This design comes from an exercise in tuning for small area on the open sky130 flow, not from production work.
The RTL was checked by simulation tests, not by an equivalence proof against the original design.
No activity file was given, so power comes from the tool's default toggle rates.

==> design.v <==
module MIPS(
    input [15:0] data_in,
    input clk,
    input interrupt,
    input reset,
    output reg [15:0] data_out,
    output [15:0] pm_addr,
    input [31:0] pm_rdata,
    output reg dm_en,
    output reg dm_we,
    output [15:0] dm_addr,
    output reg [15:0] dm_wdata,
    input [15:0] dm_rdata
    );
genvar g, k;
reg [31:0] ins_prv;      
reg stall_pm;
reg [15:0] hold_address;
reg rq;                  
reg ldD0, jumpD0, jumpD1;
reg F1;
reg [15:0] creg;         
wire s_pm = reset & ~stall_pm;
wire s_prv = reset & stall_pm;
wire [31:0] ins;
generate for (k = 0; k < 32; k = k + 1) begin : im
    cell_a22o u(.a1(pm_rdata[k]), .a2(s_pm), .b1(ins_prv[k]), .b2(s_prv), .y(ins[k]));
end endgenerate
wire [5:0] op = ins[31:26];
wire op_ld   = (op == 6'b010100);
wire op_hlt  = (op == 6'b010001);
wire op_ret  = (op == 6'b010000);
wire op_jmp  = (op == 6'b011000);
wire op_cj   = (op[5:2] == 4'b0111);
wire ld   = op_ld & ~ldD0;
wire jump = op_cj & ~jumpD1;
wire stall = op_hlt | ld | jump;
wire [1:0] flag_ex;
wire take_cj = op_cj & (op[1] ? (flag_ex[1] ^ op[0]) : (flag_ex[0] ^ op[0]));
wire pc_mux_sel = take_cj | op_jmp | op_ret | F1;
wire [15:0] inc = hold_address + 16'd1;
wire [15:0] creg_eff = F1 ? inc : creg;
wire seq = ~(stall | ~rq);
wire p_creg = reset & pc_mux_sel & op_ret & ~F1;
wire p_inc  = reset & (pc_mux_sel ? (op_ret & F1) : seq);
wire p_hold = reset & ~pc_mux_sel & ~seq;
wire p_ins  = reset & pc_mux_sel & ~op_ret & ~F1;
wire [15:0] jfield = {1'b0, ins[14:0]};
wire [15:0] current_address;
generate for (k = 0; k < 16; k = k + 1) begin : pcm
    wire n0;
    cell_aoi222 u0(.a1(creg[k]), .a2(p_creg), .b1(inc[k]), .b2(p_inc), .c1(hold_address[k]), .c2(p_hold), .y(n0));
    assign current_address[k] = ~(n0 & ~(jfield[k] & p_ins));
end endgenerate
assign pm_addr = current_address;
wire s_ci = reset & F1;
wire s_cc = reset & ~F1;
wire [15:0] creg_d;
generate for (k = 0; k < 16; k = k + 1) begin : cm
    cell_a22o u(.a1(inc[k]), .a2(s_ci), .b1(creg[k]), .b2(s_cc), .y(creg_d[k]));
end endgenerate
wire jcnor = ~(op_jmp | op_cj | ldD0);
reg jc_q;
always @(posedge clk) begin
    ins_prv <= ins;
    stall_pm <= stall;
    hold_address <= current_address;
    rq <= reset;
    ldD0 <= ld;
    jumpD0 <= jump;
    jumpD1 <= reset & jumpD0;
    F1 <= reset & interrupt;
    creg <= creg_d;
    jc_q <= jcnor;
end
wire [5:0] op_dec = ins_prv[31:26];
wire [15:0] imm = ins_prv[15:0];
wire imm_sel = (op_dec[5:3] == 3'b001);
wire st_dff = (op_dec == 6'b010101);
wire lower_dff = op_dec[0];
wire loweror = ldD0 | st_dff;
wire [4:0] r1 = jc_q ? ins_prv[20:16] : 5'b0;
wire [4:0] r2 = jc_q ? ins_prv[25:21] : 5'b0;
wire [4:0] r6 = jc_q ? ins_prv[15:11] : 5'b0;
reg [4:0] r3, r4, r5;
reg ldff_2, mem_mux_sel_dm;
always @(posedge clk) begin
    r3 <= reset ? r2 : 5'b0;
    r4 <= reset ? r3 : 5'b0;
    r5 <= reset ? r4 : 5'b0;
    dm_we <= reset & lower_dff;
    ldff_2 <= reset & loweror & ~lower_dff;
    mem_mux_sel_dm <= reset & ldff_2;
    dm_en <= reset & loweror;
end
reg [15:0] RegBank [0:31];
reg [15:0] AR;
reg [15:0] ans_ex, Ex_out, ans_wb;
wire [15:0] ans_dm;
wire mm_n = ~mem_mux_sel_dm;
generate for (k = 0; k < 16; k = k + 1) begin : dmx
    cell_a22o u(.a1(dm_rdata[k]), .a2(mem_mux_sel_dm), .b1(Ex_out[k]), .b2(mm_n), .y(ans_dm[k]));
end endgenerate
generate for (g = 0; g < 32; g = g + 1) begin : wr
    wire we = (r4 == g);
    wire [15:0] dn;
    for (k = 0; k < 16; k = k + 1) begin : b
        cell_a22o u(.a1(ans_dm[k]), .a2(we), .b1(RegBank[g][k]), .b2(~we), .y(dn[k]));
    end
    always @(posedge clk) RegBank[g] <= dn;
end endgenerate
wire [31:0] sa = 32'b1 << ins[20:16];
wire [31:0] sb = 32'b1 << ins_prv[15:11];
wire [15:0] rda, rdb;
generate for (k = 0; k < 16; k = k + 1) begin : rd
    wire [31:0] col;
    for (g = 0; g < 32; g = g + 1) begin : c
        assign col[g] = RegBank[g][k];
    end
    rd32 ua(.d(col), .s(sa), .y(rda[k]));
    rd32 ub(.d(col), .s(sb), .y(rdb[k]));
end endgenerate
always @(posedge clk) begin
    AR <= rda;
end
wire n1, n2, n3, n4, n5;     
cmp5 q1(.a(r1), .b(r3), .ne(n1));
cmp5 q2(.a(r1), .b(r4), .ne(n2));
cmp5 q3(.a(r1), .b(r5), .ne(n3));
cmp5 q4(.a(r6), .b(r3), .ne(n4));
cmp5 q5(.a(r6), .b(r4), .ne(n5));
wire c1 = ~n1, c2 = ~n2, c3 = ~n3, c4 = ~n4, c5 = ~n5;
wire mm = mem_mux_sel_dm;
wire sA_ex = c1;
wire sA_dr = ~c1 & c2 & mm;
wire sA_eo = ~c1 & c2 & ~mm;
wire sA_wb = ~c1 & ~c2 & c3;
wire sA_ar = ~c1 & ~c2 & ~c3;
wire sB_im = imm_sel;
wire sB_ex = ~imm_sel & c4;
wire sB_dr = ~imm_sel & ~c4 & c5 & mm;
wire sB_eo = ~imm_sel & ~c4 & c5 & ~mm;
wire sB_br = ~imm_sel & ~c4 & ~c5;
wire [15:0] A, B;
generate for (k = 0; k < 16; k = k + 1) begin : fw
    wire na0, nb0;
    cell_aoi222 ua0(.a1(ans_ex[k]), .a2(sA_ex), .b1(dm_rdata[k]), .b2(sA_dr), .c1(Ex_out[k]), .c2(sA_eo), .y(na0));
    assign A[k] = ~(na0 & ~(ans_wb[k] & sA_wb) & ~(AR[k] & sA_ar));
    cell_aoi222 ub0(.a1(ans_ex[k]), .a2(sB_ex), .b1(dm_rdata[k]), .b2(sB_dr), .c1(Ex_out[k]), .c2(sB_eo), .y(nb0));
    assign B[k] = ~(nb0 & ~(rdb[k] & sB_br) & ~(imm[k] & sB_im));
end endgenerate
reg [1:0] flag_prv;
wire alu_grp = (op_dec[5:4] == 2'b00);
wire sub = (op_dec[2:0] == 3'b001);
wire [15:0] Bx = B ^ {16{sub}};
wire [16:0] cy;
wire [15:0] sum;
assign cy[0] = sub;
generate for (k = 0; k < 16; k = k + 1) begin : add
    cell_fa u(.a(A[k]), .b(Bx[k]), .ci(cy[k]), .s(sum[k]), .co(cy[k+1]));
end endgenerate
wire cout;
cout16 ucl(.a(A), .b(Bx), .ci(sub), .co(cout));
wire addc = cout ^ sub;
wire sh_left = ~op_dec[1] & op_dec[0];
wire fill = op_dec[1] & op_dec[0] & A[15];
wire [15:0] sx0 = A;
wire [15:0] sx1, sx2, sx3, sx4;       
shstage #(.S(1), .INV(0)) st0(.x(sx0), .amt(B[0]), .left(sh_left), .fill(fill), .y(sx1));
shstage #(.S(2), .INV(1)) st1(.x(sx1), .amt(B[1]), .left(sh_left), .fill(fill), .y(sx2));
shstage #(.S(4), .INV(0)) st2(.x(sx2), .amt(B[2]), .left(sh_left), .fill(fill), .y(sx3));
shstage #(.S(8), .INV(1)) st3(.x(sx3), .amt(B[3]), .left(sh_left), .fill(fill), .y(sx4));
wire big = |B[15:4];
reg [3:0] kt;
always @* begin
    case (op_dec[2:0])
        3'b010: kt = 4'b1010;
        3'b100: kt = 4'b1000;
        3'b101: kt = 4'b1110;
        3'b110: kt = 4'b0110;
        3'b111: kt = 4'b0101;
        default: kt = 4'b0000;
    endcase
end
wire r_add  = reset & alu_grp & ~op_dec[2] & ~op_dec[1];
wire r_lu   = reset & alu_grp & (op_dec[2] | (op_dec[1] & ~op_dec[0]));
wire grp01  = reset & (op_dec[5:4] == 2'b01);
wire r_hold = grp01 & ((op_dec[3:0] == 4'b0000) | (op_dec[3:0] == 4'b0001) | (op_dec[3:0] == 4'b0111) |
                       (op_dec[3:0] == 4'b1000) | (op_dec[3:2] == 2'b11));
wire r_a    = grp01 & (op_dec[3:1] == 3'b010);
wire r_in   = grp01 & (op_dec[3:0] == 4'b0110);
wire r_sh   = grp01 & (op_dec[3:2] == 2'b10) & (op_dec[1:0] != 2'b00);
wire r_shv  = r_sh & ~big;
wire r_fill = r_sh & big & fill;
wire [15:0] ans_tmp;
generate for (k = 0; k < 16; k = k + 1) begin : res
    wire lu;
    cell_mux4 ul(.d0(kt[0]), .d1(kt[2]), .d2(kt[1]), .d3(kt[3]), .s0(A[k]), .s1(B[k]), .y(lu));
    wire n0, n1, n2;
    cell_aoi222 u0(.a1(sum[k]), .a2(r_add), .b1(lu), .b2(r_lu), .c1(ans_ex[k]), .c2(r_hold), .y(n0));
    cell_aoi222 u1(.a1(A[k]), .a2(r_a), .b1(data_in[k]), .b2(r_in), .c1(sx4[k]), .c2(r_shv), .y(n1));
    assign ans_tmp[k] = ~(n0 & n1 & ~r_fill);
end endgenerate
wire c_tmp = (r_add & addc) | (grp01 & (op_dec[3:2] == 2'b11) & flag_prv[0]);
assign flag_ex[0] = c_tmp;
assign flag_ex[1] = (op_dec[5] | (op_dec[4:2] == 3'b111)) ? flag_prv[1] :
                    (op_dec[4] & (op_dec[3:0] != 4'b0111)) ? 1'b0 :
                    (ans_ex == 16'b0);
always @(posedge clk) begin
    ans_ex <= ans_tmp;
    data_out <= (reset && op_dec == 6'b010111) ? A : 16'b0;
    dm_wdata <= B;
    flag_prv <= reset ? flag_ex : 2'b0;
    Ex_out <= ans_ex;
    ans_wb <= ans_dm;
end
assign dm_addr = ans_ex;
endmodule
module shstage #(parameter S = 1, parameter INV = 0) (
    input [15:0] x, input amt, input left, input fill, output [15:0] y);
    wire sk = ~amt;
    wire sl = amt & left;
    wire sr = amt & ~left;
    wire fd = INV ? ~fill : fill;               
    genvar i;
    generate for (i = 0; i < 16; i = i + 1) begin : b
        if (i - S >= 0 && i + S <= 15) begin : full
            cell_aoi222 u(.a1(x[i]), .a2(sk), .b1(x[i-S]), .b2(sl), .c1(x[i+S]), .c2(sr), .y(y[i]));
        end else if (i - S < 0) begin : le
            if (INV) begin : iv
                cell_aoi222 u(.a1(x[i]), .a2(sk), .b1(x[i+S]), .b2(sr), .c1(amt), .c2(left), .y(y[i]));
            end else begin : tr
                cell_aoi22 u(.a1(x[i]), .a2(sk), .b1(x[i+S]), .b2(sr), .y(y[i]));
            end
        end else begin : re
            cell_aoi222 u(.a1(x[i]), .a2(sk), .b1(x[i-S]), .b2(sl), .c1(fd), .c2(sr), .y(y[i]));
        end
    end endgenerate
endmodule
module cell_aoi222(input a1, a2, b1, b2, c1, c2, output y);
    assign y = ~((a1 & a2) | (b1 & b2) | (c1 & c2));
endmodule
module cell_aoi221(input a1, a2, b1, b2, c1, output y);
    assign y = ~((a1 & a2) | (b1 & b2) | c1);
endmodule
module cell_aoi22(input a1, a2, b1, b2, output y);
    assign y = ~((a1 & a2) | (b1 & b2));
endmodule
module cell_fa(input a, b, ci, output s, co);
    assign s = a ^ b ^ ci;
    assign co = (a & b) | (ci & (a ^ b));
endmodule
module rd32(input [31:0] d, input [31:0] s, output y);
    wire [9:0] n;
    genvar g;
    generate for (g = 0; g < 10; g = g + 1) begin : a
        cell_aoi222 u(.a1(d[3*g]), .a2(s[3*g]), .b1(d[3*g+1]), .b2(s[3*g+1]), .c1(d[3*g+2]), .c2(s[3*g+2]), .y(n[g]));
    end endgenerate
    wire m30, m31, p0, p1, p2;
    cell_nand2 u30(.a(d[30]), .b(s[30]), .y(m30));
    cell_nand2 u31(.a(d[31]), .b(s[31]), .y(m31));
    cell_nand4 q0(.a(n[0]), .b(n[1]), .c(n[2]), .d(n[3]), .y(p0));
    cell_nand4 q1(.a(n[4]), .b(n[5]), .c(n[6]), .d(n[7]), .y(p1));
    cell_nand4 q2(.a(n[8]), .b(n[9]), .c(m30), .d(m31), .y(p2));
    cell_or3 q3(.a(p0), .b(p1), .c(p2), .y(y));
endmodule
module cell_nand2(input a, b, output y);
    assign y = ~(a & b);
endmodule
module cell_nand4(input a, b, c, d, output y);
    assign y = ~(a & b & c & d);
endmodule
module cell_or3(input a, b, c, output y);
    assign y = a | b | c;
endmodule
module cell_a22o(input a1, a2, b1, b2, output y);
    assign y = (a1 & a2) | (b1 & b2);
endmodule
module cell_xor2(input a, b, output y);
    assign y = a ^ b;
endmodule
module cell_nand3(input a, b, c, output y);
    assign y = ~(a & b & c);
endmodule
module cell_xnor2(input a, b, output y);
    assign y = ~(a ^ b);
endmodule
module cell_nor2(input a, b, output y);
    assign y = ~(a | b);
endmodule
module cell_mux4(input d0, d1, d2, d3, s0, s1, output y);
    assign y = s1 ? (s0 ? d3 : d2) : (s0 ? d1 : d0);
endmodule
module cmp5(input [4:0] a, input [4:0] b, output ne);
    wire [4:0] x;
    wire e0, e1;
    genvar i;
    generate for (i = 0; i < 4; i = i + 1) begin : b_
        cell_xor2 u(.a(a[i]), .b(b[i]), .y(x[i]));
    end endgenerate
    wire e2;
    cell_nor2 u5(.a(x[0]), .b(x[1]), .y(e0));
    cell_nor2 u6(.a(x[2]), .b(x[3]), .y(e1));
    cell_xnor2 u7(.a(a[4]), .b(b[4]), .y(e2));
    cell_nand3 u8(.a(e0), .b(e1), .c(e2), .y(ne));
endmodule
module cout16(input [15:0] a, input [15:0] b, input ci, output co);
    wire [15:0] g = a & b;
    wire [15:0] t = a | b;
    wire [3:0] G, T;
    genvar j;
    generate for (j = 0; j < 4; j = j + 1) begin : grp
        assign G[j] = g[4*j+3] | (t[4*j+3] & g[4*j+2]) | (t[4*j+3] & t[4*j+2] & g[4*j+1]) |
                      (t[4*j+3] & t[4*j+2] & t[4*j+1] & g[4*j]);
        assign T[j] = &t[4*j+3:4*j];
    end endgenerate
    assign co = G[3] | (T[3] & G[2]) | (T[3] & T[2] & G[1]) | (T[3] & T[2] & T[1] & (G[0] | (T[0] & ci)));
endmodule
==> flow/run.sh <==
#!/bin/bash
# Standard layout, with the smallest buffer (buf_1) on every input and output port.
set -euo pipefail
export BUFFER_PORTS_ARGS="-buffer_cell sky130_fd_sc_hd__buf_1"
bash standard.sh > standard.log 2>&1
==> standard.sh <==
#!/bin/bash
# synth_recipe.tcl (not shown) runs the flow's synth.tcl, then flattens the netlist and writes it again
# the make line also repeats each setting of config.mk as NAME=value (left out here)
make -C /OpenROAD-flow-scripts/flow DESIGN_CONFIG=/design/flow/config.mk WORK_HOME=/design/flow/orfs CLKGATE_MAP_FILE= SYNTH_SCRIPT=/design/flow/synth_recipe.tcl "${@:-finish}"
==> config.mk <==
export PLATFORM = sky130hd
export DESIGN_NAME = MIPS
export DESIGN_NICKNAME = MIPS
export VERILOG_FILES = /design/flow/design.v
export SDC_FILE = /design/flow/constraint.sdc
export NUM_CORES = 4
export LEC_CHECK = 0
export CAP_MARGIN = 10
export CORE_MARGIN = 2
export CORE_UTILIZATION = 55
export CTS_CLUSTER_DIAMETER = 80
export CTS_CLUSTER_SIZE = 20
export PLACE_DENSITY = 0.7
export SLEW_MARGIN = 10
export SYNTH_HIERARCHICAL = 1
export SYNTH_MINIMUM_KEEP_SIZE = 0
==> constraint.sdc <==
create_clock -name core_clock -period 12.0 [get_ports {clk}]
set_input_delay 2.4000 -clock core_clock [delete_from_list [all_inputs] [get_ports {clk}]]
set_output_delay 2.4000 -clock core_clock [all_outputs]
set_load 0.01 [all_outputs]
==> flow_metrics.py, run 1 <==
metrics = {
    "status": {
        "status": "complete, no violations",
    },
    "synth": {
        "synth_cells": 2590,
        "synth_edf_count": 0,
        "yosys.area.top_type_share_pct": 48.6,
        "synth_commonest_cells": "dfxtp_1, a22o_1, a222oi_1",
        "yosysMostFrequentCell": "dfxtp_1",
        "ys_types": 58,
        "ys_ff_latch": 700,
        "postSynth.asyncResetShare_pct": 0,
        "syn_area_um2": 28800,
        "synth_area_leaders": "dfxtp_1, a22o_1, a222oi_1, nand2_1, nand4_1",
        "synth_top_area_cell": "dfxtp_1",
        "ys_warn_count": 9,
        "syn_nets": 2674,
        "ys.flop_type": "dfxtp_1",
        "ys_seq_area_share_pct": 48.6,
        "syn_avg_cell_area_um2": 11.1,
    },
    "critical_path": {
        "path_class": "reg2out",
        "startpoint_type": "flip-flop",
        "r2r_start": "ins_prv[15]",
        "critical_path.top_delay_family": "simple AND/OR/NAND/NOR gates",
        "cp_cell_sequence": "or3b_2 -> nor2_1 -> a222oi_1 -> nand4_1 -> or3_1 -> nand2_1 -> nand3_1 -> xor2_1 -> o22ai_1 -> nor2_1 -> a21oi_1 -> o2111ai_1 -> a211o_1 -> xor2_1 -> nand3_1 -> nand2_1 -> o21ai_0 -> o31ai_4 -> and3b_1 -> a222oi_1 -> o21ai_0 -> buf_1",
        "slowest_stage": "nor2_1",
        "endpoint_kind": "primary output",
        "path_max_fanout": 17,
        "slowest_delay_ns": 0.98,
        "rr_endpoint": "ans_ex[15]",
        "reg2reg_depth": 26,
        "cp_data_arrival_time_ns": 8.16,
        "worstPathRequired_ns": 9.60,
        "crit_buf_inv": 1,
        "regToRegSetupSlack_ns": 1.52,
    },
    "route": {
        "firstDrtPassIters": 23,
        "viasPerCell": 8.17,
        "drt.antenna.violating_nets": 0,
        "routedWlPerCell_um": 33.8,
        "drt_first_iter_violations": 8041,
        "drc": 0,
        "vias": 28643,
        "wirelength_mm": 119,
    },
    "cts": {
        "post_cts_buffers": 0,
        "cts_tree": "built",
        "cts.htree.levels": 2,
        "cts_root_buf": "clkbuf_16",
        "cts-resized-gates": 0,
        "cts.sinks": 700,
        "clk_latency_ns": 0.61,
        "clkSlewWorstSetupHoldPaths_ns": 0.08,
        "cts_hold_buffers": 0,
        "clock_path_buffers": 3,
        "cts_made_buffers": 41,
    },
    "run": {
        "maxCapViolations": 0,
    },
    "sta": {
        "skew_ns": 0.0310,
        "max_slew_margin_pct": 6.35,
        "setup_viol": 0,
        "finalHoldViolCount": 0,
        "tns_ns": 0,
        "period_needed_ns": 10.56,
        "rsz0062_at_grt": "no",
        "whs_ns": 0.442,
        "clock.fmax_mhz": 94.7,
        "slew_violations": 0,
        "fin_crit_sh_pct": 88.0,
        "tightest_slew_ns": 1.40,
    },
    "min_path": {
        "min_delay_worst_endpoint": "jumpD1",
        "min_from": "jumpD0",
        "hold_depth": 1,
        "min_path_type": "reg2reg",
    },
    "cells_and_area": {
        "layout.nets": 2903,
        "n_fill_cell": 4271,
        "multi_input_area_um2": 14500,
        "register_area_um2": 14000,
        "area_growth_pct": 10.5,
        "final_core_util_pct": 61.7,
        "drive_above_1_share_pct": 6.55,
    },
    "global_routing": {
        "grt_util_all_layers_pct": 42.0,
        "grt_overflow": 0,
        "grt_pass1_vias": 25741,
        "grt-busiest-layer": "met1",
        "gr-usage-met2_pct": 58.3,
        "antenna_found_initial": 7,
        "grtUsageMet1_pct": 58.7,
        "grt_pass1_wl_mm": 171,
        "met3_usage_pct": 13.8,
        "grt_start_max_net_pins": 34,
    },
    "power_and_ir_drop": {
        "irDropWorstVdd_uv": 132,
        "p_per_area_nw_per_um2": 139,
        "p_leak_nw": 11.9,
    },
    "die": {
        "start_util_pct": 55.8,
        "rows": 83,
        "die_w_um": 233,
        "die_y_um": 233,
        "ios": 133,
        "core_area_um2": 51600,
        "die_area_um2": 54300,
    },
    "placed_design": {
        "gp_congestion": 1.05,
        "io_buffers": 132,
        "dp_hpwl_mm": 78.4,
    },
}
worst max-delay path by stage:
stage | start | end | slack (ns) | depth (start not counted)
6_report | ins_prv[15] | pm_addr[14] | 1.44 | 22
5_1_grt | ins_prv[15] | ans_ex[15] | 1.24 | 26
4_1_cts | ins_prv[15] | ans_ex[15] | 1.78 | 26
3_5_place_dp | dm_rdata[0] | ans_ex[15] | 1.68 | 22
3_3_place_gp | dm_rdata[0] | ans_ex[15] | 1.85 | 22
2_1_floorplan | dm_rdata[0] | ans_ex[15] | 2.25 | 21
metrics by stage:
| step | instances | power, W | setup slack, ns | cell area (um2) |
|---|---|---|---|---|
| after global placement | 3455 | 0.00300 | 1.85 | 30700 |
| after global routing | 3506 | 0.00454 | 1.24 | 31800 |
| after floorplan | 2590 | 0.00279 | 2.25 | 28800 |
| after detailed placement | 3455 | 0.00300 | 1.68 | 30700 |
| final | 3508 | 0.00443 | 1.44 | 31800 |
| after CTS | 3505 | 0.00440 | 1.78 | 31800 |
final cells by class:
cell class / count / area share [%]
sequential: 700 / 44.0
timing repair buffer: 218 / 3.58
tap: 680 / 2.67
clock buffer: 45 / 3.37
clock inverter: 5 / 0.204
antenna: 2 / 0.0157
inverter: 48 / 0.566
multi-input combinational: 1810 / 45.6
report_power, final:
part / switching [W] / total, W / internal (W)
combinational: 0.000358 / 0.000518 / 0.000161
clock: 0.000783 / 0.00144 / 0.000660
sequential: 0.0000709 / 0.00247 / 0.00239
total: 0.00121 / 0.00443 / 0.00322
cell usage in the layout (no fill, tap or decap), types with 3 or more instances in the layout:
master / Yosys / layout
or3_1: 36 / 36
and2_2: 4 / 4
dfxtp_1: 700 / 700
a22oi_1: 17 / 17
or2_2: 4 / 4
mux4_2: 16 / 16
xor2_1: 42 / 42
nor2_1: 111 / 109
nand3b_1: 7 / 7
inv_1: 47 / 47
mux2i_1: 3 / 3
nor3_1: 7 / 7
and3_1: 12 / 12
buf_1: 0 / 132
o22ai_1: 3 / 3
a222oi_1: 459 / 459
nor4_1: 7 / 7
a22oi_2: 5 / 5
a21oi_1: 7 / 7
o21ai_0: 20 / 20
a21boi_0: 13 / 13
o21a_1: 4 / 4
and2b_2: 4 / 4
or3b_2: 5 / 5
and2_1: 45 / 45
xnor2_1: 14 / 14
fa_1: 16 / 16
clkbuf_16: 0 / 42
nand3_1: 43 / 43
buf_4: 1 / 86
a22o_1: 576 / 575
nand2b_1: 6 / 6
nor2b_1: 8 / 6
nor3b_1: 6 / 5
nand2_1: 184 / 184
nand4_1: 99 / 99
and3b_1: 4 / 4
routing by layer:
layer	wire, um	share of wire (%)
met3	19800	17
met1	45000	38
met5	80	0.067
met2	47700	40
met4	6230	5.2
state kept, by name, summed over array words and instances (netlist names), 16 cells and up:
| name | count |
|---|---|
| ans_ex | 16 |
| RegBank | 512 |
| dm_wdata | 16 |
| ans_wb | 16 |
| Ex_out | 16 |
| ins_prv | 32 |
| data_out | 16 |
| AR | 16 |
| hold_address | 16 |
| creg | 16 |
kinds of logic (layout without fill, tap and decap cells):
logic type / Yosys count / after routing / synth area share, %
fa+ha+maj: 20 / 20 / 1.26
flops: 700 / 700 / 48.6
mux: 19 / 19 / 1.35
other cells: 0 / 2 / 0
simple gates: 596 / 596 / 10.4
xor+xnor: 56 / 56 / 1.70
compound gates: 1119 / 1119 / 35.6
buf+inv: 80 / 316 / 1.10
per-module statistics from Yosys (local to each module, per instance), a selection:
module / cells inside / cell area [um2] / times used
cell_nand2: 1 / 3.75 / 64
cell_fa: 1 / 20.0 / 16
cell_aoi22: 1 / 12.5 / 5
cell_or3: 1 / 6.26 / 32
cell_nand4: 1 / 6.26 / 96
cell_aoi222: 1 / 10.0 / 459
MIPS: 1234 / 16800 / 1
cell_xor2: 1 / 8.76 / 20
cell_a22o: 1 / 8.76 / 576
cell_nand3: 1 / 5.00 / 5
cell_nor2: 1 / 3.75 / 10
cell_xnor2: 1 / 8.76 / 5
==> run 2: changes to the inputs <==
--- a/config.mk
+++ b/config.mk
@@ -10,5 +10,5 @@
 export CORE_UTILIZATION = 55
 export CTS_CLUSTER_DIAMETER = 80
-export CTS_CLUSTER_SIZE = 20
+export CTS_CLUSTER_SIZE = 25
 export PLACE_DENSITY = 0.7
 export SLEW_MARGIN = 10
==> run 2 against run 1 <==
Net effect:
- still clean on timing, DRC and antenna
- combinational power hardly changed
- sequential power barely moved
- register-to-register slack improved by 0.02 ns
- critical path depth stayed put
- first-iteration DRC count rose by 2.8%
- clock-buffer cell count is 4 lower
- critical endpoint unchanged
==> flow_metrics.py, run 2 <==
metrics = {
    "status": {
        "status": "complete, no violations",
    },
    "route": {
        "firstDrtPassIters": 17,
        "routedWlPerCell_um": 33.8,
        "drt.antenna.violating_nets": 0,
        "vias": 28704,
        "drc": 0,
        "wirelength_mm": 119,
        "drt_first_iter_violations": 8267,
        "viasPerCell": 8.17,
    },
    "cts": {
        "cts_root_buf": "clkbuf_16",
        "cts_tree": "built",
        "cts_hold_buffers": 0,
        "cts.htree.levels": 2,
        "clkSlewWorstSetupHoldPaths_ns": 0.09,
        "clock_path_buffers": 3,
        "cts_made_buffers": 36,
        "cts.sinks": 700,
        "clk_latency_ns": 0.62,
        "post_cts_buffers": 0,
        "cts-resized-gates": 0,
    },
    "power_and_ir_drop": {
        "irDropWorstVdd_uv": 156,
        "total_power_w": 0.00439,
        "p_per_area_nw_per_um2": 138,
        "p_leak_nw": 11.9,
    },
    "synth": {
        "synth_area_leaders": "dfxtp_1, a22o_1, a222oi_1, nand2_1, nand4_1",
        "synth_cells": 2590,
        "postSynth.asyncResetShare_pct": 0,
        "ys_seq_area_share_pct": 48.6,
        "ys_ff_latch": 700,
        "synth_edf_count": 0,
        "synth_top_area_cell": "dfxtp_1",
        "ys_warn_count": 9,
        "yosysMostFrequentCell": "dfxtp_1",
        "syn_nets": 2674,
        "synth_commonest_cells": "dfxtp_1, a22o_1, a222oi_1",
        "ys_types": 58,
        "yosys.area.top_type_share_pct": 48.6,
        "syn_avg_cell_area_um2": 11.1,
        "ys.flop_type": "dfxtp_1",
        "syn_area_um2": 28800,
    },
    "placed_design": {
        "io_buffers": 132,
        "gp_congestion": 1.05,
        "dp_hpwl_mm": 78.4,
        "placed_area_um2": 30700,
        "dp_slack_ns": 1.68,
    },
    "critical_path": {
        "reg2reg_depth": 26,
        "slowest_delay_ns": 0.79,
        "critical_path.top_delay_family": "simple AND/OR/NAND/NOR gates",
        "path_max_fanout": 17,
        "endpoint_kind": "primary output",
        "worstPathRequired_ns": 9.60,
        "crit_buf_inv": 1,
        "cp_data_arrival_time_ns": 8.17,
        "regToRegSetupSlack_ns": 1.54,
        "startpoint_type": "flip-flop",
        "path_class": "reg2out",
        "cp_cell_sequence": "nand2b_1 -> nor2_1 -> a222oi_1 -> nand4_1 -> or3_1 -> nand2_1 -> nand3_1 -> xor2_1 -> o22ai_1 -> nor2_1 -> a21oi_1 -> o2111ai_1 -> a211o_1 -> xor2_1 -> nand3_1 -> nand2_1 -> o21ai_0 -> o31ai_4 -> and3b_1 -> a222oi_1 -> o21ai_0 -> buf_1",
        "slowest_stage": "a222oi_1",
        "path_depth": 22,
    },
    "cells_and_area": {
        "n_fill_cell": 4312,
        "top_regs": "RegBank x512, ins_prv x32",
        "area_growth_pct": 10.3,
        "final_core_util_pct": 61.6,
        "largest_reg_flops": 512,
        "final_cell_mix": "dfxtp_1, a22o_1, a222oi_1",
        "design_area_um2": 31800,
        "layout.nets": 2899,
        "final_common_cell": "dfxtp_1",
        "drive_above_1_share_pct": 6.68,
        "regMostFlops": "RegBank",
    },
    "die": {
        "die_y_um": 233,
        "start_util_pct": 55.8,
        "die_area_um2": 54300,
        "core_area_um2": 51600,
        "ios": 133,
        "die_w_um": 233,
        "rows": 83,
    },
    "sta": {
        "tightest_slew_ns": 1.43,
        "period_needed_ns": 10.57,
        "clock.fmax_mhz": 94.6,
        "rsz0062_at_grt": "no",
        "max_slew_margin_pct": 4.13,
        "setup_viol": 0,
        "tns_ns": 0,
        "skew_ns": 0.0273,
        "fin_crit_sh_pct": 88.1,
        "slew_violations": 0,
        "finalHoldViolCount": 0,
        "setup_slack_ns": 1.43,
    },
    "global_routing": {
        "antenna_found_initial": 6,
        "grt_pass1_vias": 25647,
        "grt_start_max_net_pins": 34,
        "grt_overflow": 0,
        "grt_pass1_wl_mm": 171,
        "grt_util_all_layers_pct": 42.1,
    },
    "run": {
        "maxCapViolations": 0,
    },
    "min_path": {
        "min_path_type": "reg2reg",
        "hold_depth": 1,
    },
}
[run 2: per-stage QoR]
stage	hold WS, ns	std cells
floorplan	0.405	2590
finish	0.443	3513
global placement	0.422	3455
global route	0.477	3511
detailed placement	0.428	3455
CTS	0.450	3509
[run 2: Yosys stat by module, one instance, submodules excluded, a selection]
module      cells inside  times used  flip-flops and latches
cell_nand4             1          96                       0
cell_nand2             1          64                       0
cell_fa                1          16                       0
cell_mux4              1          16                       0
cout16                38           1                       0
cell_nand3             1           5                       0
MIPS                1234           1                     700
cell_nor2              1          10                       0
cell_a22o              1         576                       0
[run 2: final timing paths]
| path | start | end |
|---|---|---|
| setup / recovery | ins_prv[11] | pm_addr[14] |
| hold / removal | jumpD0 | jumpD1 |
| setup reg to reg | ins_prv[15] | ans_ex[15] |
| hold reg to reg | jumpD0 | jumpD1 |
[run 2: cell type report]
class / count / area, um2 / area share (%)
Multi-Input combinational cell: 1810 / 14500 / 45.6
Sequential cell: 700 / 14000 / 44.1
Timing Repair Buffer: 219 / 1150 / 3.61
Clock buffer: 41 / 951 / 2.99
Tap cell: 680 / 851 / 2.68
Inverter: 48 / 180 / 0.567
Clock inverter: 13 / 135 / 0.425
Antenna cell: 2 / 5.00 / 0.0157
[run 2: cell families after synthesis]
group	count (synthesis)	synth area share (%)
compound gates	1119	35.6
flops	700	48.6
simple gates	596	10.4
buf+inv	80	1.10
xor+xnor	56	1.70
fa+ha+maj	20	1.26
mux	19	1.35
[run 2: per-layer routing]
| layer | global-route usage [%] | share of wire (%) | up-vias |
|---|---|---|---|
| met1 | 58.4 | 38 | 13865 |
| met2 | 58.7 | 41 | 2730 |
| met3 | 14.3 | 17 | 354 |
| met5 | 0.919 | 0.094 | - |
| met4 | 18.9 | 5.2 | 12 |
| li1 | - | - | 11743 |
[run 2: power by group]
part | switching, W | leakage (nW) | internal (W) | total (W)
clock | 0.000799 | 0.529 | 0.000606 | 0.00141
combinational | 0.000357 | 5.72 | 0.000161 | 0.000518
sequential | 0.0000712 | 5.66 | 0.00239 | 0.00247
total | 0.00123 | 11.9 | 0.00316 | 0.00439
==> run 3: changes to the inputs <==
--- a/config.mk
+++ b/config.mk
@@ -8,8 +8,8 @@
 export CAP_MARGIN = 10
 export CORE_MARGIN = 2
-export CORE_UTILIZATION = 55
+export CORE_UTILIZATION = 40
 export CTS_CLUSTER_DIAMETER = 80
 export CTS_CLUSTER_SIZE = 25
-export PLACE_DENSITY = 0.7
+export PLACE_DENSITY = 0.6
 export SLEW_MARGIN = 10
 export SYNTH_HIERARCHICAL = 1
==> run 3 against run 2 <==
Net effect:
- fmax fell by 0.31%
- global-route usage is 11 points lower
- largest cell class unchanged
- clock-buffer cell count up 2
- sequential share of layout area down 0.73 points
- highest routed layer is now met4
- sequential power about the same
- wire length rose by 2.4%
- synthesized cell count is the same
- first-iteration DRC count decreased by 23%
- power rose by 3.3%
- clock power rose by 9.9%
- non-clock buffer count increased by 1
==> flow_metrics.py, run 3 <==
metrics = {
    "synth": {
        "synth_cells": 2590,
        "synth_top_area_cell": "dfxtp_1",
        "synth_compound_area_share_pct": 35.6,
        "yosys.area.top_type_share_pct": 48.6,
        "synthSimpleGateAreaFrac_pct": 10.4,
        "muxShareOfSynthArea_pct": 1.35,
        "syn_avg_cell_area_um2": 11.1,
        "synth_area_leaders": "dfxtp_1, a22o_1, a222oi_1, nand2_1, nand4_1",
        "ys_warn_count": 9,
        "syn_nets": 2674,
        "postSynth.asyncResetShare_pct": 0,
        "synth_xor_area_share_pct": 1.70,
        "ys_types": 58,
        "ys.flop_type": "dfxtp_1",
        "ys_ff_latch": 700,
        "yosysMostFrequentCell": "dfxtp_1",
        "syn_area_um2": 28800,
        "synth_edf_count": 0,
        "synth_commonest_cells": "dfxtp_1, a22o_1, a222oi_1",
        "synthAdderAreaFrac_pct": 1.26,
        "synth_top_family_by_area": "compound AO/OA/AOI/OAI gates",
        "ys_seq_area_share_pct": 48.6,
    },
    "die": {
        "core_area_um2": 71400,
        "die_area_um2": 74200,
        "rows": 98,
        "die_w_um": 272,
        "ios": 133,
        "start_util_pct": 40.4,
        "die_y_um": 272,
    },
    "critical_path": {
        "r2r_start": "ins_prv[14]",
        "startpoint_type": "flip-flop",
        "regToRegSetupSlack_ns": 1.70,
        "path_max_fanout": 17,
        "cp_data_arrival_time_ns": 8.20,
        "worstPathRequired_ns": 9.60,
        "reg2reg_depth": 27,
        "path_class": "reg2out",
        "endpoint_kind": "primary output",
        "rr_endpoint": "ans_ex[15]",
    },
    "cts": {
        "clkSlewWorstSetupHoldPaths_ns": 0.10,
        "post_cts_buffers": 0,
        "cts_hold_buffers": 0,
        "clk_latency_ns": 0.63,
        "cts_root_buf": "clkbuf_16",
        "clock_path_buffers": 3,
        "cts.sinks": 700,
        "cts.htree.levels": 2,
        "cts_made_buffers": 39,
        "cts_tree": "built",
        "cts-resized-gates": 0,
    },
    "route": {
        "drc": 0,
        "viasPerCell": 7.37,
        "drt_first_iter_violations": 6393,
        "routedWlPerCell_um": 32.1,
        "drt.antenna.violating_nets": 0,
        "vias": 27965,
        "firstDrtPassIters": 17,
        "wirelength_mm": 122,
    },
    "cells_and_area": {
        "largest_reg_flops": 512,
        "top_regs": "RegBank x512, ins_prv x32",
        "area_growth_pct": 12.2,
        "drive_above_1_share_pct": 7.18,
        "final_cell_count_no_fill": 3792,
        "layout.nets": 2903,
        "multi_input_area_um2": 14500,
        "n_fill_cell": 6656,
        "regMostFlops": "RegBank",
        "final_common_cell": "dfxtp_1",
        "design_area_um2": 32300,
        "register_area_um2": 14000,
        "final_cell_mix": "dfxtp_1, a22o_1, a222oi_1",
    },
    "power_and_ir_drop": {
        "intPower_w": 0.00324,
        "p_leak_nw": 12.0,
        "irDropWorstVdd_uv": 91.8,
        "p_sw_w": 0.00129,
        "p_per_area_nw_per_um2": 140,
        "power_frac_comb_pct": 11.4,
        "total_power_w": 0.00453,
        "seq_power_share_pct": 54.4,
        "power.share.clock_pct": 34.1,
        "switching_share_pct": 28.5,
    },
    "sta": {
        "finalHoldViolCount": 0,
        "tns_ns": 0,
        "setup_slack_ns": 1.40,
        "tightest_slew_ns": 1.37,
        "clock.fmax_mhz": 94.3,
        "max_slew_margin_pct": 8.36,
        "setup_viol": 0,
        "skew_ns": 0.0367,
        "fin_crit_sh_pct": 88.4,
        "period_needed_ns": 10.60,
        "rsz0062_at_grt": "no",
        "slew_violations": 0,
    },
    "global_routing": {
        "grt_util_all_layers_pct": 31.1,
        "antenna_found_initial": 3,
        "grt_pass1_wl_mm": 175,
        "grt_start_max_net_pins": 34,
        "gr-usage-met2_pct": 46.6,
        "grt_pass1_vias": 25340,
        "met3_usage_pct": 5.54,
        "grt_overflow": 0,
        "grt-busiest-layer": "met2",
        "grtUsageMet1_pct": 43.6,
    },
    "status": {
        "status": "complete, no violations",
    },
    "min_path": {
        "min_from": "jumpD0",
        "min_delay_worst_endpoint": "jumpD1",
        "min_path_type": "reg2reg",
        "hold_depth": 1,
    },
    "placed_design": {
        "dp.cells": 3726,
        "placed_area_um2": 31000,
        "dp_hpwl_mm": 82.7,
        "gp_congestion": 0.988,
        "io_buffers": 132,
        "dp_slack_ns": 1.75,
    },
    "run": {
        "maxCapViolations": 0,
    },
}
## run 3: kinds of logic (layout without fill, tap and decap cells)
logic type	after synthesis	in the layout
simple gates	596	596
mux	19	19
other cells	0	1
compound gates	1119	1119
buf+inv	80	331
xor+xnor	56	56
flops	700	700
fa+ha+maj	20	20
## run 3: worst max path at each step
stage,start,endpoint,slack [ns],cells past startpoint
2_1_floorplan,dm_rdata[0],ans_ex[15],2.25,21
3_3_place_gp,dm_rdata[0],ans_ex[15],1.80,22
3_5_place_dp,dm_rdata[0],ans_ex[15],1.75,22
4_1_cts,ins_prv[14],pm_addr[12],1.72,24
5_1_grt,ins_prv[14],pm_addr[11],1.25,24
6_report,ins_prv[14],pm_addr[9],1.40,24
## run 3: power by group through the flow
stage	sequential [W]	combinational, W	clock [W]
3_5_place_dp	0.00252	0.000498	0
3_3_place_gp	0.00252	0.000492	0
4_1_cts	0.00246	0.000500	0.00157
5_1_grt	0.00248	0.000536	0.00165
2_1_floorplan	0.00249	0.000299	0
6_report	0.00247	0.000518	0.00155
## run 3: layout make-up
cell class                      instances  area share [%]
Antenna cell                            1         0.00774
Inverter                               48           0.557
Clock inverter                         20           0.805
Timing Repair Buffer                  220            3.58
Tap cell                              950            3.68
Multi-Input combinational cell       1810            44.9
Clock buffer                           43            3.16
Sequential cell                       700            43.3
## run 3: metrics by stage
stage          hold WS, ns  utilization [%]
2_1_floorplan        0.405                -
3_3_place_gp         0.424             43.5
3_5_place_dp         0.426             43.5
4_1_cts              0.439             45.3
5_1_grt              0.475             45.3
6_report             0.453             45.3
## run 3: Yosys stat by module, one instance, submodules excluded, excerpt
| module | copies in the design | cell area, um2 |
|---|---|---|
| cell_nand3 | 5 | 5.00 |
| cell_nor2 | 10 | 3.75 |
| cell_or3 | 32 | 6.26 |
| cell_nand2 | 64 | 3.75 |
| cell_aoi22 | 5 | 12.5 |
| cout16 | 1 | 231 |
| cell_mux4 | 16 | 22.5 |
| cell_xor2 | 20 | 8.76 |
| cell_aoi222 | 459 | 10.0 |
## run 3: worst max-delay path: stages, from the launching register on
cell	delay (ns)
dfxtp_1	0.77
nor2_1	0.11
nand2_1	0.23
nor2_1	0.07
buf_4	0.23
a222oi_1	0.64
nand4_1	0.36
or3_1	0.49
nand2_1	0.15
nand3_1	0.51
xor2_1	0.47
o22ai_1	0.14
nor2_1	0.21
a21oi_1	0.10
o2111ai_1	0.25
a211o_1	0.32
xor2_1	0.22
nand3_1	0.11
nand2_1	0.12
o21ai_0	0.13
o31ai_4	0.61
and3b_1	0.71
a222oi_1	0.18
o21ai_0	0.22
buf_1	0.21
## run 3: layer usage
| metal | wire, um | up-vias |
|---|---|---|
| met2 | 52700 | 2114 |
| met5 | 0 | - |
| met3 | 13600 | 257 |
| li1 | - | 11755 |
| met4 | 6070 | 0 |
| met1 | 49300 | 13839 |
==> run 4: changes to the inputs <==
--- a/config.mk
+++ b/config.mk
@@ -8,8 +8,8 @@
 export CAP_MARGIN = 10
 export CORE_MARGIN = 2
-export CORE_UTILIZATION = 40
+export CORE_UTILIZATION = 62
 export CTS_CLUSTER_DIAMETER = 80
 export CTS_CLUSTER_SIZE = 25
-export PLACE_DENSITY = 0.6
+export PLACE_DENSITY = 0.75
 export SLEW_MARGIN = 10
 export SYNTH_HIERARCHICAL = 1
==> run 4 against run 3 <==
Net effect:
- utilization rose by 23 points
- wire length fell by 6.8%
- clock power fell by 8%
- first-iteration DRC count rose by 18%
==> flow_metrics.py, run 4 <==
metrics = {
    "run": {
        "maxCapViolations": 0,
    },
    "die": {
        "die_w_um": 220,
        "die_area_um2": 48200,
        "ios": 133,
        "die_y_um": 220,
        "core_area_um2": 46300,
        "rows": 79,
        "start_util_pct": 62.3,
    },
    "global_routing": {
        "grt_pass1_wl_mm": 164,
        "grt_util_all_layers_pct": 44.9,
        "grt_overflow": 0,
        "grt_start_max_net_pins": 34,
        "grt_pass1_vias": 25323,
        "antenna_found_initial": 4,
    },
    "power_and_ir_drop": {
        "intPower_w": 0.00319,
        "total_power_w": 0.00440,
        "power_frac_comb_pct": 11.5,
        "p_leak_nw": 11.8,
        "p_sw_w": 0.00122,
        "power.share.clock_pct": 32.5,
        "p_per_area_nw_per_um2": 139,
        "irDropWorstVdd_uv": 145,
        "switching_share_pct": 27.6,
        "seq_power_share_pct": 56.0,
    },
    "synth": {
        "yosys.area.top_type_share_pct": 48.6,
        "ys_seq_area_share_pct": 48.6,
        "synth_cells": 2590,
        "synth_commonest_cells": "dfxtp_1, a22o_1, a222oi_1",
        "ys_warn_count": 9,
        "synth_area_leaders": "dfxtp_1, a22o_1, a222oi_1, nand2_1, nand4_1",
        "syn_nets": 2674,
        "syn_avg_cell_area_um2": 11.1,
        "ys.flop_type": "dfxtp_1",
        "ys_types": 58,
        "synth_edf_count": 0,
        "postSynth.asyncResetShare_pct": 0,
        "yosysMostFrequentCell": "dfxtp_1",
        "syn_area_um2": 28800,
        "synth_top_area_cell": "dfxtp_1",
        "ys_ff_latch": 700,
    },
    "critical_path": {
        "endpoint_kind": "flip-flop",
        "path_max_fanout": 16,
        "critical_path.top_delay_family": "adder cells",
        "worstPathRequired_ns": 12.45,
        "cp_common_cell": "fa_1",
        "startpoint_type": "flip-flop",
        "path_class": "reg2reg",
        "crit_buf_inv": 1,
        "slowest_stage": "nand2b_1",
        "slowest_delay_ns": 0.70,
        "cp_data_arrival_time_ns": 11.26,
    },
    "sta": {
        "skew_ns": 0.0364,
        "rsz0062_at_grt": "no",
        "max_slew_margin_pct": 8.58,
        "tns_ns": 0,
        "tightest_slew_ns": 1.37,
        "period_needed_ns": 10.81,
        "fin_crit_sh_pct": 90.1,
        "clock.fmax_mhz": 92.5,
        "slew_violations": 0,
        "setup_viol": 0,
        "finalHoldViolCount": 0,
    },
    "cts": {
        "clock_path_buffers": 3,
        "cts_root_buf": "clkbuf_16",
        "clk_latency_ns": 0.61,
        "cts_made_buffers": 36,
        "clkSlewWorstSetupHoldPaths_ns": 0.10,
        "cts_hold_buffers": 0,
        "cts-resized-gates": 0,
        "cts_tree": "built",
        "cts.sinks": 700,
        "post_cts_buffers": 0,
        "cts.htree.levels": 2,
    },
    "route": {
        "firstDrtPassIters": 20,
        "routedWlPerCell_um": 33.2,
        "viasPerCell": 8.42,
        "drt.antenna.violating_nets": 0,
        "drt_first_iter_violations": 7551,
        "wirelength_mm": 113,
        "vias": 28765,
        "drc": 0,
    },
    "cells_and_area": {
        "regMostFlops": "RegBank",
        "final_cell_count_no_fill": 3418,
        "n_fill_cell": 3536,
        "final_cell_mix": "dfxtp_1, a22o_1, a222oi_1",
        "top_regs": "RegBank x512, ins_prv x32",
        "area_growth_pct": 9.57,
        "largest_reg_flops": 512,
        "drive_above_1_share_pct": 5.95,
        "final_common_cell": "dfxtp_1",
        "layout.nets": 2877,
    },
    "placed_design": {
        "gp_congestion": 1.11,
        "io_buffers": 132,
        "dp.cells": 3361,
        "dp_hpwl_mm": 75.3,
    },
    "min_path": {
        "min_path_type": "reg2reg",
    },
    "status": {
        "status": "complete, no violations",
    },
}
-- run 4: worst register-to-register path, delay by kind of cell (launching register included) --
kind	cells	cell delay, ns
flip-flops	1	0.47
adder cells (fa/ha/maj)	16	6.47
buffers and inverters	1	0.24
AO/OA/AOI/OAI	2	0.98
AND/OR/NAND/NOR	7	2.25
XOR/XNOR	1	0.24
-- run 4: per-module statistics from Yosys (local to each module, per instance), excerpt --
module / area (um2) / times used / flops+latches / cells inside
cell_nand3: 5.00 / 5 / 0 / 1
cell_mux4: 22.5 / 16 / 0 / 1
cell_xnor2: 8.76 / 5 / 0 / 1
cell_nor2: 3.75 / 10 / 0 / 1
cell_fa: 20.0 / 16 / 0 / 1
cell_aoi22: 12.5 / 5 / 0 / 1
cell_aoi222: 10.0 / 459 / 0 / 1
cell_nand4: 6.26 / 96 / 0 / 1
-- run 4: kinds of logic (layout without fill, tap and decap cells) --
| logic type | count (synthesis) | in the layout | share of synthesized area [%] |
|---|---|---|---|
| adder cells (fa/ha/maj) | 20 | 20 | 1.26 |
| buffers and inverters | 80 | 299 | 1.10 |
| AND/OR/NAND/NOR | 596 | 596 | 10.4 |
| AO/OA/AOI/OAI | 1119 | 1119 | 35.6 |
| multiplexers | 19 | 19 | 1.35 |
| other | 0 | 2 | 0 |
| flip-flops | 700 | 700 | 48.6 |
| XOR/XNOR | 56 | 56 | 1.70 |
-- run 4: worst paths after layout --
check                   start              to  slack, ns  cells past startpoint
setup reg to reg  ins_prv[11]      ans_ex[15]       1.19                     27
hold reg to reg        ldff_2  mem_mux_sel_dm       0.45                      1
hold / removal         ldff_2  mem_mux_sel_dm       0.45                      1
setup / recovery  ins_prv[11]      ans_ex[15]       1.19                     27
-- run 4: area by class of cell --
class | count | area (um2) | share of cell area [%]
Inverter | 48 | 180 | 0.571
Antenna cell | 2 | 5.00 | 0.0158
Tap cell | 607 | 759 | 2.40
Timing Repair Buffer | 197 | 983 | 3.11
Multi-Input combinational cell | 1810 | 14500 | 46.0
Sequential cell | 700 | 14000 | 44.4
Clock inverter | 12 | 158 | 0.499
Clock buffer | 42 | 965 | 3.05
-- run 4: power groups by stage --
stage	sequential (W)	clock, W	combinational [W]
after floorplan	0.00249	0	0.000299
after global routing	0.00247	0.00150	0.000521
final	0.00247	0.00143	0.000506
after global placement	0.00251	0	0.000466
after CTS	0.00246	0.00143	0.000477
after detailed placement	0.00251	0	0.000475
-- run 4: metal layers --
layer	vias up	wire length (um)	part of all wire (%)	global-route usage (%)
li1	11696	-	-	-
met1	13820	42000	37	61.6
met2	2839	46200	41	64.0
met3	404	19100	17	16.0
met4	6	6030	5.3	18.9
met5	-	111	0.098	1.25
-- run 4: stage by stage --
stage / setup slack [ns] / util (%) / hold WS (ns) / cell area, um2
CTS: 1.76 / 68.2 / 0.444 / 31600
detailed placement: 1.76 / 65.8 / 0.420 / 30400
floorplan: 2.25 / - / 0.405 / 28800
global placement: 1.90 / 65.8 / 0.422 / 30400
global route: 1.12 / 68.3 / 0.468 / 31600
finish: 1.19 / 68.3 / 0.451 / 31600

## static timing again, ports no longer ideal
The results above use ideal ports. As a check the final layouts listed here were re-extracted and re-timed, cells and wires unchanged.
Step 1 sets driving cells, clkbuf_16 on the clock port and buf_2 on the other inputs (assumed; they add their load-dependent delay and slew).
Step 2 also shifts input and output timing later by t, the mid clock arrival at the registers, as if the neighbouring blocks saw the same clock.
Slacks: ideal ports / drivers / drivers and shift; pairs: ideal ports / drivers.
| run | t, ns | slack for setup (ns) | hold slack, ns | clock arrival spread, ns |
|---|---|---|---|---|
| run 1 | 0.655 | 1.442 / 1.380 / 1.516 | 0.442 / 0.442 / 0.442 | 0.033 / 0.033 |
| run 2 | 0.668 | 1.429 / 1.364 / 1.513 | 0.443 / 0.443 / 0.443 | 0.028 / 0.028 |
| run 3 | 0.679 | 1.396 / 1.331 / 1.668 | 0.453 / 0.453 / 0.453 | 0.037 / 0.036 |
| run 4 | 0.655 | 1.194 / 1.194 / 1.194 | 0.451 / 0.451 / 0.451 | 0.036 / 0.037 |
After both steps every run listed still meets setup and hold.
